What follows belongs to an exercise in optimizing a design on an open flow for small area; a production flow would make more cautious choices. The RTL was checked by simulation tests, not by an equivalence proof against the original design.

## fft16_top
module fft16_top(
    input clk,
    input rst,
    input [15:0] data_in,
    input [3:0] write_addr,
    input we,
    input [3:0] read_addr,
    input re,
    output [15:0] data_r,
    output [15:0] data_i
    );
export LEC_CHECK = 0
export CAP_MARGIN = 20
export CORE_MARGIN = 2
export CORE_UTILIZATION = 40
export CTS_CLUSTER_DIAMETER = 80
export CTS_CLUSTER_SIZE = 30
export SLEW_MARGIN = 20
create_clock -name core_clock -period 10.0 [get_ports {clk}]
standard.sh (not shown) runs the stock make flow with config.mk's settings and CLKGATE_MAP_FILE= SYNTH_SCRIPT=/design/flow/synth_recipe.tcl, a recipe that flattens the netlist after the stock synthesis.
==> flow/flow/run.sh <==
#!/bin/bash
set -euo pipefail
here="$(pwd)"
rm -rf "$here/orfs_scripts"
cp -r "$FLOW_HOME/scripts" "$here/orfs_scripts"
cp "$here/flow/abc.script" "$here/orfs_scripts/abc_speed.script"
export SCRIPTS_DIR="$here/orfs_scripts"
bash standard.sh > "$here/standard.log" 2>&1
==> flow/flow/abc.script <==
strash
dch
map -a
topo
stime -c
buffer -c
upsize -c
dnsize -c
Next try:
==> flow/flow/abc.script (replaced) <==
strash
dc2
dch -f
amap
topo
stime -c
buffer -c
upsize -c
dnsize -c
Outcome:
- design area went down by 1.9%
- die area went down by 4.7%
- core utilization went up by 1.0 points
- flip-flop and latch count is unchanged
Next try:
==> flow/flow/abc.script (replaced) <==
strash
dc2
dc2
dch -f
amap
topo
stime -c
buffer -c
upsize -c
dnsize -c
Via count falls by 1.6%; count of clock-buffer cells in the layout came out higher by 3; hold slack improves by 20 ps; setup slack got worse by 160 ps; final area increases by 0.39%; cell count went down by 0.34%; synthesized area barely changes.

========
Another version of the RTL of fft16_top (not shown whole).
Size in the first run: ~320 flip-flops, ~60 I/O pins, ~43,000 µm² of cells after synthesis.
Settings: LEC_CHECK=0, CAP_MARGIN=20, CORE_MARGIN=2, CORE_UTILIZATION=60, CTS_BUF_LIST=sky130_fd_sc_hd__clkbuf_4 sky130_fd_sc_hd__clkbuf_8, SLEW_MARGIN=20; clock period 10.0 ns.
run.sh (not shown) runs the stock make flow with config.mk's settings and CLKGATE_MAP_FILE= SYNTH_SCRIPT=/design/flow/synth_recipe.tcl, a recipe that flattens the netlist after the stock synthesis.
Stock flow here: none of the scripts above is used.
==> next run, changes <==
==> flow/flow/run.sh (new file) <==
#!/bin/bash
set -euo pipefail
here="$(pwd)"
rm -rf "$here/orfs_scripts"
cp -r "$FLOW_HOME/scripts" "$here/orfs_scripts"
cp "$here/flow/abc.script" "$here/orfs_scripts/abc_speed.script"
export SCRIPTS_DIR="$here/orfs_scripts"
bash standard.sh > "$here/standard.log" 2>&1
==> flow/flow/abc.script (new file) <==
strash
dc2
dch -f
amap
topo
stime -c
buffer -c
upsize -c
dnsize -c
==> flow/standard.sh (new file) <==
#!/bin/bash
# synth_recipe.tcl (not shown) runs the flow's synth.tcl, then flattens the netlist and writes it again
# the make line also repeats each setting of config.mk as NAME=value (left out here)
make -C /OpenROAD-flow-scripts/flow DESIGN_CONFIG=/design/flow/config.mk WORK_HOME=/design/flow/orfs CLKGATE_MAP_FILE= SYNTH_SCRIPT=/design/flow/synth_recipe.tcl "${@:-finish}"
Settings changed: CORE_UTILIZATION 60 to 40, CTS_BUF_LIST sky130_fd_sc_hd__clkbuf_4 sky130_fd_sc_hd__clkbuf_8 to unset, CTS_CLUSTER_DIAMETER set to 80, CTS_CLUSTER_SIZE set to 30.
removed: flow/run.sh
=>
- With this change the flow ran to the end with violations: negative setup slack
- critical path depth climbs by 16
- final area climbs by 5.1%
- sequential share of layout area drops by 1.0 points
- global-route usage drops by 8.0 points
- die area climbs by 33%
- clock-buffer cell count drops by 43
- synthesized area drops by 11%
- worst setup slack got worse by 500 ps

========
fft16_top again, from the RTL that the note above started with.
## fft16_top
module fft16_top(
    input clk,
    input rst,
    input [15:0] data_in,
    input [3:0] write_addr,
    input we,
    input [3:0] read_addr,
    input re,
    output [15:0] data_r,
    output [15:0] data_i
    );
    function [15:0] tr17; input [16:0] s; tr17 = {s[16], s[14:0]}; endfunction
    function [15:0] tr18; input [17:0] s; tr18 = {s[17], s[14:0]}; endfunction
    function [15:0] addsub;
        input [15:0] a, b; input sub;
        reg [16:0] s;
        begin
            s = {a[15], a} + ({b[15], b} ^ {17{sub}}) + {16'd0, sub};
            addsub = tr17(s);
        end
    endfunction
    function [15:0] add3;
        input [15:0] a, o1, o2; input c0, c1;
        reg [17:0] s;
        begin
            s = {{2{a[15]}}, a} + {{2{o1[15]}}, o1} + {{2{o2[15]}}, o2} + {17'd0, c0} + {17'd0, c1};
            add3 = tr18(s);
        end
    endfunction
    reg [15:0] x [0:15];
    genvar g;
    generate for (g = 0; g < 16; g = g + 1) begin : smem
        always @(posedge clk)
            if (we && write_addr == g) x[g] <= data_in;
    end endgenerate
    wire k0 = read_addr[0], k1 = read_addr[1], k2 = read_addr[2];
    wire [15:0] A [0:7];
    generate for (g = 0; g < 8; g = g + 1) begin : st1
        assign A[g] = addsub(x[g], x[g+8], k0);
    end endgenerate
    wire [15:0] Cr [0:1];
    wire [15:0] Ci [0:1];
    generate for (g = 0; g < 2; g = g + 1) begin : st3
        wire [15:0] a0 = A[g], a4 = A[g+4], a2 = A[g+2], a6 = A[g+6];
        wire min6 = (a6 == 16'h8000) & k0 & ~k1;
        wire min4 = (a4 == 16'h8000) & k0 & ~k1;
        wire [22:0] xs, xc, ys, yc;
        wire [22:0] xsum, ysum;
        wire [22:0] xss, xcc, yss, ycc;
        csa4x45 ux(a2, xss, xcc);
        csa4x45 uy(a6, yss, ycc);
        assign xs = k0 ? xss : {a2[15], a2, 6'b111111};
        assign xc = k0 ? xcc : {{a6[15], a6} ^ {17{k1}}, 5'b0, k1};
        assign ys = k0 ? yss : {a0[15], a0, 6'b111111};
        assign yc = k0 ? ycc : {{a4[15], a4} ^ {17{k1}}, 5'b0, k1};
        assign xsum = xs + xc;
        assign ysum = ys + yc;
  ...
==> flow/config.mk <==
export PLATFORM = sky130hd
export DESIGN_NAME = fft16_top
export DESIGN_NICKNAME = fft16_top
export VERILOG_FILES = /design/flow/design.v
export SDC_FILE = /design/flow/constraint.sdc
export NUM_CORES = 4
export LEC_CHECK = 0
export CAP_MARGIN = 5
export CORE_MARGIN = 2
export CORE_UTILIZATION = 40
export SLEW_MARGIN = 5
==> flow/constraint.sdc <==
create_clock -name core_clock -period 10.0 [get_ports {clk}]
set_input_delay 2.0000 -clock core_clock [delete_from_list [all_inputs] [get_ports {clk}]]
set_output_delay 2.0000 -clock core_clock [all_outputs]
set_load 0.01 [all_outputs]
Stock flow here: none of the scripts above is used.
Next try:
- CAP_MARGIN: 5 -> 20
- GPL_ROUTABILITY_DRIVEN: unset -> 0
- GPL_TIMING_DRIVEN: unset -> 0
- SLEW_MARGIN: 5 -> 20
The changed run ran to the end with violations: negative setup slack.
First-iteration DRC count came out higher by well over a third.
Register-to-register slack is better by 0.22 ns.
Critical path depth is higher by 1.
Hold slack loses 0.043 ns.
Die area is unchanged.
Setup slack is worse by 0.41 ns.
Wire length came out higher by about a fifth.
Design area rises by a few percent.
Next try:
==> flow/flow/run.sh (new file) <==
#!/bin/bash
set -euo pipefail
here="$(pwd)"
rm -rf "$here/orfs_scripts"
cp -r "$FLOW_HOME/scripts" "$here/orfs_scripts"
cp "$here/flow/abc.script" "$here/orfs_scripts/abc_speed.script"
export SCRIPTS_DIR="$here/orfs_scripts"
bash standard.sh > "$here/standard.log" 2>&1
==> flow/flow/abc.script (new file) <==
strash
dch
map -a
topo
stime -c
buffer -c
upsize -c
dnsize -c
==> flow/standard.sh (new file) <==
#!/bin/bash
# synth_recipe.tcl (not shown) runs the flow's synth.tcl, then flattens the netlist and writes it again
# the make line also repeats each setting of config.mk as NAME=value (left out here)
make -C /OpenROAD-flow-scripts/flow DESIGN_CONFIG=/design/flow/config.mk WORK_HOME=/design/flow/orfs CLKGATE_MAP_FILE= SYNTH_SCRIPT=/design/flow/synth_recipe.tcl "${@:-finish}"
- GPL_ROUTABILITY_DRIVEN: 0 -> unset
- GPL_TIMING_DRIVEN: 0 -> unset
removed: flow/run.sh
=> The changed run produced a clean layout; design area is lower by about 5.6%; utilization is lower by 1.6 points; non-clock buffer count is lower by 52; wire length is lower by about 18%.
Next try:
==> flow/run.sh (new file) <==
#!/bin/bash
# synth_recipe.tcl (not shown) runs the flow's synth.tcl, then flattens the netlist and writes it again
# the make line also repeats each setting of config.mk as NAME=value (left out here)
make -C /OpenROAD-flow-scripts/flow DESIGN_CONFIG=/design/flow/config.mk WORK_HOME=/design/flow/orfs CLKGATE_MAP_FILE= SYNTH_SCRIPT=/design/flow/synth_recipe.tcl finish
removed: flow/flow/run.sh
removed: flow/flow/abc.script
removed: flow/standard.sh
Effect:
- routed wire length rose slightly
- sequential cell count is unchanged
- synthesized cell count is lower by a few percent
- design area rises by a few percent
- utilization came out higher by 0.52 points
- die area rose by a few percent
- clock skew is lower by 0.0037 ns

## what the ideal ports hide
How much do the figures lean on ideal ports? The routed layouts below were timed once more, with nothing changed but the port constraints. Step 1 sets driving cells, clkbuf_16 on the clock port and buf_2 on the other inputs (assumed; they add their load-dependent delay and slew). Step 2, shift: input delay + t, output delay - t, t = (earliest + latest rising clock arrival at the registers) / 2. This alone moves slack from input paths to output paths. Three values: ideal ports, drivers, drivers and shift; two values: the first two.
run | shift t [ns] | setup slack, ns | worst data-port slew with drivers (ns)
the first run of note 1 | 0.663 | 0.553 / 0.484 / 0.859 | 0.08
the second run of note 1 | 0.648 | 0.254 / 0.191 / 0.398 | 0.10
the third run of note 1 | 0.671 | 0.095 / 0.026 / 0.372 | 0.05
the first run of note 2 | 0.697 | 0.260 / 0.200 / -0.147 | 0.05
the second run of note 2 | 0.643 | -0.241 / -0.423 / -1.065 | 0.32
the first run of note 3 | 0.641 | 0.341 / 0.276 / -0.137 | 0.05
the second run of note 3 | 0.633 | -0.066 / -0.130 / -0.513 | 0.06
the third run of note 3 | 0.645 | 0.467 / 0.397 / 0.076 | 0.05
the fourth run of note 3 | 0.641 | 0.341 / 0.276 / -0.137 | 0.05
Met with ideal ports but missed after step 2: setup timing in the first run of note 2, the first run of note 3 and the fourth run of note 3. The setup slack of the second run of note 2, which loses most, moves by -0.182 ns with the drivers and by -0.824 ns with both steps.
